Source: an optimization exercise on an open RTL-to-GDS flow (aim: small area and a short achievable clock period). Production flows keep margins and buffers that such runs may drop.
At most, simulation tests tie the RTL to the original design; equivalence was not proved.
No activity file was given, so power comes from the tool's default toggle rates.

==> 06-18: inputs <==
// OnboardTop
module OnboardTop(
    input   [15:0]  SW,
    output  [15:0]  LED,
    input           RST,
    input           JB_TCK,
    input           JB_TMS,
    input           JB_TDI,
    output          JB_TDO,
    output          JA_1,
    output          JA_2,
    output          JA_3,
    output          JA_4,
    output          JA_5,
    output          JC_1,
    output          JC_2,
    output          JC_3,
    output          JC_4
    );
Settings: LEC_CHECK=0, ABC_AREA=1, CAP_MARGIN=20, CORE_MARGIN=2, CORE_UTILIZATION=70, CTS_CLUSTER_DIAMETER=80, CTS_CLUSTER_SIZE=30, SETUP_SLACK_MARGIN=4.0, SLEW_MARGIN=20; clock period 7.0 ns.
run.sh (not shown) runs the stock make flow with config.mk's settings and CLKGATE_MAP_FILE= SYNTH_SCRIPT=/design/flow/synth_recipe.tcl, a recipe that flattens the netlist after the stock synthesis.
==> inputs of 07-05, as changes to 06-18 <==
--- a/flow/design.v
+++ b/flow/design.v
@@ -5,11 +5,11 @@
     input           rst,
     input           rst_n,       
     input  [3:0]    we4,         
     input  [15:0]   hi,          
     input  [15:0]   lo,          
-    input  [15:0]   lo_n,        
+    input  [31:0]   lo_n,        
     input  [7:0]    write_data,
     input           par,
     output [7:0]    read_raw
     );
     localparam integer NWORDS = 256;
@@ -32,40 +32,53 @@
         for (k = 0; k < 16; k = k + 1) begin : g_whi
             assign whi[k] = hi[k] & we4[k / 4];
         end
         for (k = 0; k < NWORDS; k = k + 1) begin : g_word
             if (k < NINIT) begin : g_init
-                assign wen[k]  = (whi[k / 16] & ~lo_n[k % 16]) | rst;
+                assign wen[k]  = (whi[k / 16] & ~lo_n[(k / 128) * 16 + k % 16]) | rst;
                 assign keep[k] = ~(whi[k / 16] & lo[k % 16]) & rst_n;
                 for (j = 0; j < 8; j = j + 1) begin : g_bit
                     wire c = INIT[k*8+j] ? c_one[j] : c_zer[j];
                     always @(posedge clk)
                         MEM[k*8+j] <= ~((wen[k] | MEM[k*8+j]) & (keep[k] | c));
                 end
             end else begin : g_plain
-                assign wen[k]  = whi[k / 16] & ~lo_n[k % 16];
+                assign wen[k]  = whi[k / 16] & ~lo_n[(k / 128) * 16 + k % 16];
                 assign keep[k] = ~(whi[k / 16] & lo[k % 16]);
                 for (j = 0; j < 8; j = j + 1) begin : g_bit
                     always @(posedge clk)
                         MEM[k*8+j] <= ~((wen[k] | MEM[k*8+j]) & (keep[k] | c_wr[j]));
                 end
             end
         end
         for (j = 0; j < 8; j = j + 1) begin : g_rd
-            wire [15:0] g;
+            wire [15:0] g_n;
             genvar i, w;
             for (i = 0; i < 16; i = i + 1) begin : g_grp
-                wire [15:0] t;
-                for (w = 0; w < 16; w = w + 1) begin : g_t
-                    assign t[w] = lo_n[w] | MEM[(16*i+w)*8+j];
+                wire [15:0] m;
+                for (w = 0; w < 16; w = w + 1) begin : g_m
+                    assign m[w] = MEM[(16*i+w)*8+j];
                 end
-                assign g[i] = hi[i] & (&t);
+                TMemRead16 rd16(
+                    .sel_n(lo_n[(i / 8) * 16 +: 16]),
+                    .bits(m),
+                    .grp(hi[i]),
+                    .out_n(g_n[i])
+                );
             end
-            assign read_raw[j] = |g;
+            assign read_raw[j] = ~(&g_n);
         end
     endgenerate
 endmodule
+module TMemRead16(
+    input  [15:0]   sel_n,
+    input  [15:0]   bits,
+    input           grp,
+    output          out_n
+    );
+    assign out_n = ~(grp & (&(sel_n | bits)));
+endmodule
 `timescale 1ns / 1ps
 `timescale 1ns / 1ps
 module Core_FSM(
     input      [3:0]    state,
     input      [3:0]    impact,
@@ -204,11 +217,12 @@
     reg         sw_sel;      
     reg  [2:0]  bs;          
     reg  [7:0]  q;           
     reg  [7:0]  rdq;         
     reg         par;         
-    reg  [15:0] q_lo_n;      
+    reg  [15:0] q_hi;        
+    reg  [31:0] q_lo_n;      
     reg  [3:0]  we4;         
     reg         mrst_n;      
     reg         lastw;       
     reg         done;
     reg  [3:0]  ref_data;
@@ -326,12 +340,13 @@
         bs     <= bs_n;
         impact <= impact_n;
         rdq    <= rd_raw;
         par    <= ~par;
         q    <= q_n;
+        q_hi <= 16'd1 << q_n[7:4];
         we4  <= ((ts_n == S_UPDR) && i_dload) ? (4'd1 << q_n[7:6]) : 4'd0;
-        q_lo_n <= ~(16'd1 << q_n[3:0]);
+        q_lo_n <= ~(32'd1 << {q_n[7], q_n[3:0]});
         case (bs_n)
         B_ASK:  done <= past_end;
         B_GET: begin
             lastw    <= at_end;
             imp_data <= rdv[7:4];
@@ -399,11 +414,11 @@
     TMemory tmem1(
         .clk(TCK),
         .rst(mrst),
         .rst_n(mrst_n),
         .we4(we4),
-        .hi(16'd1 << q[7:4]),
+        .hi(q_hi),
         .lo(16'd1 << q[3:0]),
         .lo_n(q_lo_n),
         .write_data(sr[7:0]),
         .par(par),
         .read_raw(rd_raw)
==> flow/config.mk (replaced) <==
export PLATFORM = sky130hd
export DESIGN_NAME = OnboardTop
export DESIGN_NICKNAME = OnboardTop
export VERILOG_FILES = /design/flow/design.v
export SDC_FILE = /design/flow/constraint.sdc
export NUM_CORES = 8
export LEC_CHECK = 0
export CAP_MARGIN = 20
export CORE_MARGIN = 2
export CORE_UTILIZATION = 70
export CTS_CLUSTER_DIAMETER = 80
export CTS_CLUSTER_SIZE = 30
export SETUP_SLACK_MARGIN = 4.0
export SLEW_MARGIN = 20
export SYNTH_HIERARCHICAL = 1
export SYNTH_MINIMUM_KEEP_SIZE = 0
==> inputs of 02-10, as changes to 06-18 <==
--- a/flow/design.v
+++ b/flow/design.v
@@ -2,11 +2,11 @@
 `timescale 1ns / 1ps
 module TMemory(
     input           clk,
     input           rst,
     input           rst_n,       
-    input  [3:0]    we4,         
+    input  [15:0]   whi,         
     input  [15:0]   hi,          
     input  [15:0]   lo,          
     input  [15:0]   lo_n,        
     input  [7:0]    write_data,
     input           par,
@@ -22,18 +22,14 @@
     };
     wire [7:0] c_wr  = write_data ^ {8{par}};
     wire [7:0] c_one = rst ? {8{~par}} : c_wr;      
     wire [7:0] c_zer = rst ? {8{par}}  : c_wr;      
     reg  [NWORDS*8-1:0] MEM;
-    wire [15:0]         whi;
     wire [NWORDS-1:0]   wen;         
     wire [NWORDS-1:0]   keep;        
     genvar k, j;
     generate
-        for (k = 0; k < 16; k = k + 1) begin : g_whi
-            assign whi[k] = hi[k] & we4[k / 4];
-        end
         for (k = 0; k < NWORDS; k = k + 1) begin : g_word
             if (k < NINIT) begin : g_init
                 assign wen[k]  = (whi[k / 16] & ~lo_n[k % 16]) | rst;
                 assign keep[k] = ~(whi[k / 16] & lo[k % 16]) & rst_n;
                 for (j = 0; j < 8; j = j + 1) begin : g_bit
@@ -191,10 +187,11 @@
     reg         it;          
     reg         i_addr;      
     reg         i_dload;     
     reg         i_bist;      
     reg         bypass;
+    reg  [5:0]  idcnt;       
     reg  [8:0]  sbsr;        
     reg  [4:0]  mbsr;        
     reg  [15:0] sr;          
     reg  [15:0] maddr;       
     reg         mrst;        
@@ -204,12 +201,14 @@
     reg         sw_sel;      
     reg  [2:0]  bs;          
     reg  [7:0]  q;           
     reg  [7:0]  rdq;         
     reg         par;         
+    reg  [15:0] q_hi;        
+    reg  [15:0] q_lo;        
     reg  [15:0] q_lo_n;      
-    reg  [3:0]  we4;         
+    reg  [15:0] q_wh;        
     reg         mrst_n;      
     reg         lastw;       
     reg         done;
     reg  [3:0]  ref_data;
     reg  [3:0]  imp_data;
@@ -263,22 +262,23 @@
     wire i_addr_n   = upd_ir ? (ir_src == CMD_ADDRLOAD) : i_addr;
     wire i_dload_n  = upd_ir ? (ir_src == CMD_DATALOAD) : i_dload;
     wire rb_n       = upd_ir ? (ir_src == CMD_RUNBIST) : i_bist;
     wire i_sr     = i_addr | i_dload | i_bist;
     wire byp_n = (clk_DR && i_bypass) ? (shDR & TDI) : bypass;
+    wire [5:0] idcnt_n = !(clk_DR && i_idcode) ? idcnt :
+                         !shDR ? 6'd0 :
+                         idcnt[5] ? idcnt : idcnt + 6'd1;
+    wire id_bit_n = idcnt_n[5] | IDCODE[idcnt_n[4:0]];
     wire [8:0] sbsr_n = RST ? 9'd0 :
                         !(clk_DR && i_bsr) ? sbsr :
                         shDR ? {TDI, sbsr[8:1]} : {SW[15:11], cstate};
     wire [4:0] mbsr_n = RST ? 5'd0 :
                         (ts_n == S_UPDR) ? sbsr[8:4] : mbsr;
     wire [13:0] signature = {sig_f, sig_nl, imp_data & {4{sig_f}}, ref_data & {4{sig_f}}, sig_res};
     wire [15:0] sr_cap = i_addr ? maddr : i_bist ? {2'b00, signature} : 16'd0;
-    wire [5:0]  id_inc = sr[5] ? sr[5:0] : sr[5:0] + 6'd1;
-    wire [15:0] sr_n = !(clk_DR && (i_sr || i_idcode)) ? sr :
-                       i_idcode ? {sr[15:6], shDR ? id_inc : 6'd0} :
+    wire [15:0] sr_n = !(clk_DR && i_sr) ? sr :
                        shDR ? {TDI & ~i_bist, sr[15:1]} : sr_cap;
-    wire id_bit_n = sr_n[5] | IDCODE[sr_n[4:0]];
     wire [7:0] start_addr = maddr[15:8];
     wire [7:0] end_addr   = maddr[7:0];
     wire tdo_dr_n = i_bypass ? byp_n :
                     i_idcode ? id_bit_n :
                     i_bsr    ? sbsr_n[0] :
@@ -326,11 +326,13 @@
         bs     <= bs_n;
         impact <= impact_n;
         rdq    <= rd_raw;
         par    <= ~par;
         q    <= q_n;
-        we4  <= ((ts_n == S_UPDR) && i_dload) ? (4'd1 << q_n[7:6]) : 4'd0;
+        q_hi <= 16'd1 << q_n[7:4];
+        q_lo <= 16'd1 << q_n[3:0];
+        q_wh <= ((ts_n == S_UPDR) && i_dload) ? (16'd1 << q_n[7:4]) : 16'd0;
         q_lo_n <= ~(16'd1 << q_n[3:0]);
         case (bs_n)
         B_ASK:  done <= past_end;
         B_GET: begin
             lastw    <= at_end;
@@ -380,10 +382,11 @@
         it       <= it_n;
         i_addr   <= i_addr_n;
         i_dload  <= i_dload_n;
         i_bist   <= rb_n;
         bypass <= byp_n;
+        idcnt  <= idcnt_n;
         sbsr   <= sbsr_n;
         mbsr   <= mbsr_n;
         sr     <= sr_n;
         mrst   <= (ts_n == S_TLR);
         mrst_n <= (ts_n != S_TLR);
@@ -398,13 +401,13 @@
     end
     TMemory tmem1(
         .clk(TCK),
         .rst(mrst),
         .rst_n(mrst_n),
-        .we4(we4),
-        .hi(16'd1 << q[7:4]),
-        .lo(16'd1 << q[3:0]),
+        .whi(q_wh),
+        .hi(q_hi),
+        .lo(q_lo),
         .lo_n(q_lo_n),
         .write_data(sr[7:0]),
         .par(par),
         .read_raw(rd_raw)
     );
--- a/flow/config.mk
+++ b/flow/config.mk
@@ -6,10 +6,10 @@
 export NUM_CORES = 8
 export LEC_CHECK = 0
 export ABC_AREA = 1
 export CAP_MARGIN = 20
 export CORE_MARGIN = 2
-export CORE_UTILIZATION = 70
+export CORE_UTILIZATION = 50
 export CTS_CLUSTER_DIAMETER = 80
 export CTS_CLUSTER_SIZE = 30
-export SETUP_SLACK_MARGIN = 4.0
+export SETUP_SLACK_MARGIN = 3.8
 export SLEW_MARGIN = 20
==> impl_results.md <==
- Status: timing/DRC/antenna clean
- R2R cell count: 8
- Final setup margin: about 3.7 ns
- Total Nets Final: a little over 8000
- Non-filler cells, final: between 10000 and 15000
- Clock Power Share: between 20% and 30%
- Post-Route WL: 290 mm
- Register share of the cell area: 53.8%
Source of the figures above: 02-10

==> impl_results.md <==
- Status: timing/DRC/antenna clean
- Final setup margin: roughly 3.7 ns
- Clock Power Share: between 20% and 30%
- Register share of the cell area: between 50% and 60%
- Non-filler cells, final: a little over 9000
- R2R cell count: 13
Source of the figures above: 07-05

==> impl_results.md <==
- Status: timing/DRC/antenna clean
- Non-filler cells, final: between 9000 and 10000
- Total Nets Final: 8057
- Register share of the cell area: between 50 and 60%
- Post-Route WL: 282 mm
- Final setup margin: roughly 3.8 ns
- Post-synth ARST share: 0%
- Max Cap Violations: 0
- R2R cell count: 8
Source of the figures above: 06-18

Only the layout flow was run in 06-18 and 07-05; the RTL was not checked for function there.

[separate check: timing with driven ports]
Ports are ideal in the flow. The routed layouts listed here were re-timed in OpenROAD. Step 1, drivers: a clkbuf_16 drives JB_TCK and a buf_2 each remaining input, both assumed. Step 2, shift: input delay + t, output delay - t, t = (earliest + latest rising clock arrival at the registers) / 2. This alone moves slack from input paths to output paths. Slacks: ideal ports / drivers / drivers and shift; pairs: ideal ports / drivers.
run	t, ns	slack for setup (ns)	worst hold slack (ns)	worst register clock-pin slew, ns
06-18	0.811	3.786 / 3.786 / 3.563	0.442 / 0.442 / 0.442	0.12 / 0.12
07-05	0.807	3.706 / 3.733 / 2.926	0.432 / 0.432 / 0.432	0.12 / 0.12
02-10	0.859	3.713 / 3.713 / 3.270	0.453 / 0.453 / 0.453	0.12 / 0.12
After both steps every run listed still meets setup and hold. The setup slack of 07-05, which loses most, moves by +0.027 ns with the drivers and by -0.780 ns with both steps.
